Source: an optimization exercise on an open RTL-to-GDS flow (aim: small area, a short achievable clock period and few clock cycles). Production flows keep margins and buffers that such runs may drop.
Where RTL was checked, it was by simulation tests only, not by an equivalence proof against the original.
No activity file was given, so power comes from the tool's default toggle rates.

==> flow/design.v <==
module processor (
    input         clk,
    input         rst,
    output [15:0] imem_addr,
    input  [15:0] imem_rdata,
    output [15:0] dmem_addr,
    input  [15:0] dmem_rdata,
    output [15:0] dmem_wdata,
    output        dmem_we
);
    reg  [15:0] rf [0:15];
    reg  [15:0] pc;         
    reg  [15:0] ir;
    reg         dv;         
    reg  [3:0]  ra_a;       
    reg  [3:0]  rb_a;       
    reg         br2;        
    reg         hz;         
    reg         dj;         
    reg         dshl;       
    wire [3:0] nop = imem_rdata[15:12];
    wire       n_mem = (nop == 4'h1) | (nop == 4'h2);
    wire       n_ra  = (nop == 4'h4) | (nop == 4'h5) | (nop == 4'h8) |
                       (nop == 4'hB) | (nop == 4'hC) | (nop == 4'hF);
    wire [3:0] n_ra_a = n_ra ? imem_rdata[7:4] : imem_rdata[11:8];
    wire [3:0] n_rb_a = (nop == 4'h2) ? {2'b11, imem_rdata[11:10]} : imem_rdata[3:0];
    reg  [15:0] opa, opb;
    reg         e_cin;
    reg  [1:0]  e_sel;      
    reg  [3:0]  e_sham;
    reg         e_shl, e_fill;
    reg         e_wen, e_ld, e_st;
    reg         e_br, e_bne;    
    reg  [3:0]  e_wd;
    reg  [15:0] maddr;
    wire [15:0] sum   = opa + opb + {15'b0, e_cin};
    wire [15:0] lor   = opa | opb;
    wire [15:0] lnand = ~(opa & opb);
    wire [15:0] sh1 = e_sham[0] ? {e_fill, opa[15:1]} : opa;
    wire [15:0] sh2 = e_sham[1] ? {{2{e_fill}}, sh1[15:2]} : sh1;
    wire [15:0] sh4 = e_sham[2] ? {{4{e_fill}}, sh2[15:4]} : sh2;
    wire [15:0] sh8 = e_sham[3] ? {{8{e_fill}}, sh4[15:8]} : sh4;
    wire [15:0] sh8_rev;
    genvar gi;
    generate for (gi = 0; gi < 16; gi = gi + 1) begin : g_rev
        assign sh8_rev[gi] = sh8[15 - gi];
    end endgenerate
    wire [15:0] shres = e_shl ? sh8_rev : sh8;
    reg  [15:0] alu;
    always @(*) begin
        case (e_sel)
            2'd0: alu = sum;
            2'd1: alu = lor;
            2'd2: alu = lnand;
            default: alu = shres;
        endcase
    end
    wire [15:0] wdata = e_ld ? dmem_rdata : alu;
    always @(posedge clk)
        if (e_wen) rf[e_wd] <= wdata;
    wire [3:0] op = ir[15:12];
    wire [3:0] fd = ir[11:8];
    wire [3:0] fa = ir[7:4];
    wire       dval = dv & ~br2;
    wire [15:0] ra = rf[ra_a];
    wire [15:0] rb = rf[rb_a];
    wire        hza = e_wen & (e_wd == ra_a);
    wire        hzb = e_wen & (e_wd == rb_a);
    wire [15:0] fwa = hza ? wdata : ra;
    wire [15:0] wdata_rev, ra_rev;
    reg  [15:0] opa_n;
    always @(*) begin
        case ({hza, dshl})
            2'b00: opa_n = ra;
            2'b01: opa_n = ra_rev;
            2'b10: opa_n = wdata;
            default: opa_n = wdata_rev;
        endcase
    end
    wire [15:0] fwb = hzb ? wdata : rb;
    wire d_mem = (op == 4'h1) | (op == 4'h2);
    wire d_br  = (op == 4'h4) | (op == 4'h5);
    wire d_jmp = (op == 4'h3);
    wire d_rr  = (op == 4'h8) | (op == 4'hB) | (op == 4'hC) | (op == 4'hF);
    wire d_zx  = (op == 4'hA) | (op == 4'hE);
    wire d_sub = (op == 4'hC) | (op == 4'hD) | (op == 4'hE);
    wire d_alu = (op == 4'h0) | (op[3] | (op[2] & op[1]));
    wire d_shl = (ir[1:0] == 2'b01);
    wire d_sha = (ir[1:0] == 2'b11);
    wire taken = e_br & ((opa == opb) ^ e_bne);
    wire stall = dval & hz;
    wire go    = dval & ~hz & ~taken;
    wire jump  = dval & dj;       
    wire       d_wen = d_alu | (op == 4'h1);
    wire [3:0] d_wd  = (op == 4'h1) ? {2'b11, fd[3:2]} : fd;
    wire       n_hz  = go & d_wen &
                       n_mem & (d_wd[3:2] == 2'b10) & (imem_rdata[9:8] == d_wd[1:0]);
    reg [15:0] base;
    always @(*) begin
        case (fd[1:0])
            2'd0: base = rf[8];
            2'd1: base = rf[9];
            2'd2: base = rf[10];
            default: base = rf[11];
        endcase
    end
    wire [15:0] sx8 = {{8{ir[7]}}, ir[7:0]};
    wire [15:0] imm = d_zx ? {8'h00, ir[7:0]} : sx8;
    wire [15:0] bsrc = (d_rr | d_br | (op == 4'h2)) ? fwb : imm;
    generate for (gi = 0; gi < 16; gi = gi + 1) begin : g_rev2
        assign ra_rev[gi] = ra[15 - gi];
        assign wdata_rev[gi] = wdata[15 - gi];
    end endgenerate
    wire [15:0] pc_next = pc + (jump ? {{4{ir[11]}}, ir[11:0]} : 16'd2);
    always @(posedge clk) begin
        opa    <= opa_n;
        opb    <= d_sub ? ~bsrc : bsrc;
        e_cin  <= d_sub;
        e_sel  <= (op == 4'h0) ? 2'd3 :
                  ((op == 4'h6) | (op == 4'hF)) ? 2'd1 :
                  ((op == 4'h7) | (op == 4'hB)) ? 2'd2 : 2'd0;
        e_sham <= fa;
        e_shl  <= d_shl;
        e_fill <= d_sha & fwa[15];
        e_ld   <= (op == 4'h1);
        e_wd   <= d_wd;
        e_bne  <= op[0];
        maddr  <= base + {sx8[14:0], 1'b0};
        if (rst) begin
            pc    <= 16'h0000;
            dv    <= 1'b0;
            br2   <= 1'b0;
            hz    <= 1'b0;
            e_wen <= 1'b0;
            e_st  <= 1'b0;
            e_br  <= 1'b0;
        end else begin
            e_br  <= go & d_br;
            e_wen <= go & d_wen;
            e_st  <= go & (op == 4'h2);
            br2   <= taken;
            hz    <= 1'b0;
            if (br2) begin
                pc <= ra;
                dv <= 1'b0;
            end else begin
                if (!stall) begin
                    hz   <= n_hz;
                    pc   <= pc_next;
                    ir   <= imem_rdata;
                    dj   <= (nop == 4'h3);
                    dshl <= (nop == 4'h0) & (imem_rdata[1:0] == 2'b01);
                    rb_a <= n_rb_a;
                end
                if (taken) begin
                    hz   <= 1'b0;
                    dv   <= 1'b0;
                    ra_a <= e_wd;
                end else if (!stall) begin
                    dv   <= ~jump;
                    ra_a <= n_ra_a;
                end
            end
        end
    end
    assign imem_addr  = pc;
    assign dmem_addr  = maddr;
    assign dmem_wdata = opb;
    assign dmem_we    = e_st;
endmodule
export LEC_CHECK = 0
export CAP_MARGIN = 20
export CORE_MARGIN = 2
export CORE_UTILIZATION = 40
export SLEW_MARGIN = 20
export SETUP_SLACK_MARGIN = 7.7
create_clock -name core_clock -period 11.0 [get_ports {clk}]
standard.sh (not shown) runs the stock make flow with config.mk's settings and CLKGATE_MAP_FILE= SYNTH_SCRIPT=/design/flow/synth_recipe.tcl, a recipe that flattens the netlist after the stock synthesis.
==> flow/flow/run.sh <==
#!/bin/bash
# Standard ORFS layout (the standard.sh), with repair_timing asked for
# a larger setup margin so that it shortens the critical paths further.
set -euo pipefail
echo "export SETUP_SLACK_MARGIN = 7.7" >> config.mk
bash standard.sh finish > standard_flow.log 2>&1 || { tail -50 standard_flow.log; exit 1; }
tail -5 standard_flow.log
Testbench counts at the start, summed over its fixed seeds: cycles 36,361.
Then changed:
--- a/flow/design.v
+++ b/flow/design.v
@@ -14,12 +14,10 @@
     reg         dv;         
     reg  [3:0]  ra_a;       
     reg  [3:0]  rb_a;       
     reg         br2;        
     reg         hz;         
-    reg         dj;         
-    reg         dshl;       
     wire [3:0] nop = imem_rdata[15:12];
     wire       n_mem = (nop == 4'h1) | (nop == 4'h2);
     wire       n_ra  = (nop == 4'h4) | (nop == 4'h5) | (nop == 4'h8) |
                        (nop == 4'hB) | (nop == 4'hC) | (nop == 4'hF);
     wire [3:0] n_ra_a = n_ra ? imem_rdata[7:4] : imem_rdata[11:8];
@@ -29,10 +27,11 @@
     reg  [1:0]  e_sel;      
     reg  [3:0]  e_sham;
     reg         e_shl, e_fill;
     reg         e_wen, e_ld, e_st;
     reg         e_br, e_bne;    
+    reg  [3:0]  e_brd;          
     reg  [3:0]  e_wd;
     reg  [15:0] maddr;
     wire [15:0] sum   = opa + opb + {15'b0, e_cin};
     wire [15:0] lor   = opa | opb;
     wire [15:0] lnand = ~(opa & opb);
@@ -65,20 +64,10 @@
     wire [15:0] ra = rf[ra_a];
     wire [15:0] rb = rf[rb_a];
     wire        hza = e_wen & (e_wd == ra_a);
     wire        hzb = e_wen & (e_wd == rb_a);
     wire [15:0] fwa = hza ? wdata : ra;
-    wire [15:0] wdata_rev, ra_rev;
-    reg  [15:0] opa_n;
-    always @(*) begin
-        case ({hza, dshl})
-            2'b00: opa_n = ra;
-            2'b01: opa_n = ra_rev;
-            2'b10: opa_n = wdata;
-            default: opa_n = wdata_rev;
-        endcase
-    end
     wire [15:0] fwb = hzb ? wdata : rb;
     wire d_mem = (op == 4'h1) | (op == 4'h2);
     wire d_br  = (op == 4'h4) | (op == 4'h5);
     wire d_jmp = (op == 4'h3);
     wire d_rr  = (op == 4'h8) | (op == 4'hB) | (op == 4'hC) | (op == 4'hF);
@@ -88,11 +77,11 @@
     wire d_shl = (ir[1:0] == 2'b01);
     wire d_sha = (ir[1:0] == 2'b11);
     wire taken = e_br & ((opa == opb) ^ e_bne);
     wire stall = dval & hz;
     wire go    = dval & ~hz & ~taken;
-    wire jump  = dval & dj;       
+    wire jump  = dval & d_jmp & ~taken;
     wire       d_wen = d_alu | (op == 4'h1);
     wire [3:0] d_wd  = (op == 4'h1) ? {2'b11, fd[3:2]} : fd;
     wire       n_hz  = go & d_wen &
                        n_mem & (d_wd[3:2] == 2'b10) & (imem_rdata[9:8] == d_wd[1:0]);
     reg [15:0] base;
@@ -105,17 +94,17 @@
         endcase
     end
     wire [15:0] sx8 = {{8{ir[7]}}, ir[7:0]};
     wire [15:0] imm = d_zx ? {8'h00, ir[7:0]} : sx8;
     wire [15:0] bsrc = (d_rr | d_br | (op == 4'h2)) ? fwb : imm;
+    wire [15:0] fwa_rev;
     generate for (gi = 0; gi < 16; gi = gi + 1) begin : g_rev2
-        assign ra_rev[gi] = ra[15 - gi];
-        assign wdata_rev[gi] = wdata[15 - gi];
+        assign fwa_rev[gi] = fwa[15 - gi];
     end endgenerate
     wire [15:0] pc_next = pc + (jump ? {{4{ir[11]}}, ir[11:0]} : 16'd2);
     always @(posedge clk) begin
-        opa    <= opa_n;
+        opa    <= (op == 4'h0 && d_shl) ? fwa_rev : fwa;
         opb    <= d_sub ? ~bsrc : bsrc;
         e_cin  <= d_sub;
         e_sel  <= (op == 4'h0) ? 2'd3 :
                   ((op == 4'h6) | (op == 4'hF)) ? 2'd1 :
                   ((op == 4'h7) | (op == 4'hB)) ? 2'd2 : 2'd0;
@@ -123,10 +112,11 @@
         e_shl  <= d_shl;
         e_fill <= d_sha & fwa[15];
         e_ld   <= (op == 4'h1);
         e_wd   <= d_wd;
         e_bne  <= op[0];
+        e_brd  <= fd;
         maddr  <= base + {sx8[14:0], 1'b0};
         if (rst) begin
             pc    <= 16'h0000;
             dv    <= 1'b0;
             br2   <= 1'b0;
@@ -141,27 +131,17 @@
             br2   <= taken;
             hz    <= 1'b0;
             if (br2) begin
                 pc <= ra;
                 dv <= 1'b0;
-            end else begin
-                if (!stall) begin
-                    hz   <= n_hz;
-                    pc   <= pc_next;
-                    ir   <= imem_rdata;
-                    dj   <= (nop == 4'h3);
-                    dshl <= (nop == 4'h0) & (imem_rdata[1:0] == 2'b01);
-                    rb_a <= n_rb_a;
-                end
-                if (taken) begin
-                    hz   <= 1'b0;
-                    dv   <= 1'b0;
-                    ra_a <= e_wd;
-                end else if (!stall) begin
-                    dv   <= ~jump;
-                    ra_a <= n_ra_a;
-                end
+            end else if (!stall | taken) begin
+                hz   <= n_hz;
+                pc   <= pc_next;
+                ir   <= imem_rdata;
+                dv   <= ~(taken | jump);
+                ra_a <= taken ? e_brd : n_ra_a;
+                rb_a <= n_rb_a;
             end
         end
     end
     assign imem_addr  = pc;
     assign dmem_addr  = maddr;
=> The changed run ran to the end with no violations; worst hold slack gets worse by 0.0089 ns; final cell count came out higher by 2.8%; sequential share of layout area came out lower by 0.93 points; synthesized area stays flat; sequential power barely changes; worst setup slack gets worse by 0.75 ns; synthesized cell count came out higher by 2.2%.
Function not checked in the second run of this note: the RTL went through the layout flow alone.

what the ideal ports hide:
How much do the figures lean on ideal ports? The routed layouts below were timed once more, with nothing changed but the port constraints. Step 1, drivers: a clkbuf_16 drives clk and a buf_2 each remaining input, both assumed. Step 2 adds t to the input delays and takes it off the output delays; t is the mean of the earliest and latest rising clock arrival at the registers after step 1. Input paths then give back, and output paths get back, about the clock's delay inside the block. a / b / c = no drivers / after step 1 / after step 2; a / b = the first two.
run | t, ns | setup WS [ns] | latest minus earliest clock arrival (ns)
the first run | 0.601 | 7.689 / 7.676 / 7.134 | 0.030 / 0.029
the second run | 0.595 | 6.944 / 6.944 / 6.944 | 0.025 / 0.025
After both steps every run listed still meets setup and hold. For the first run, which loses most, drivers alone change the setup slack by -0.013 ns; drivers and shift together by -0.555 ns.
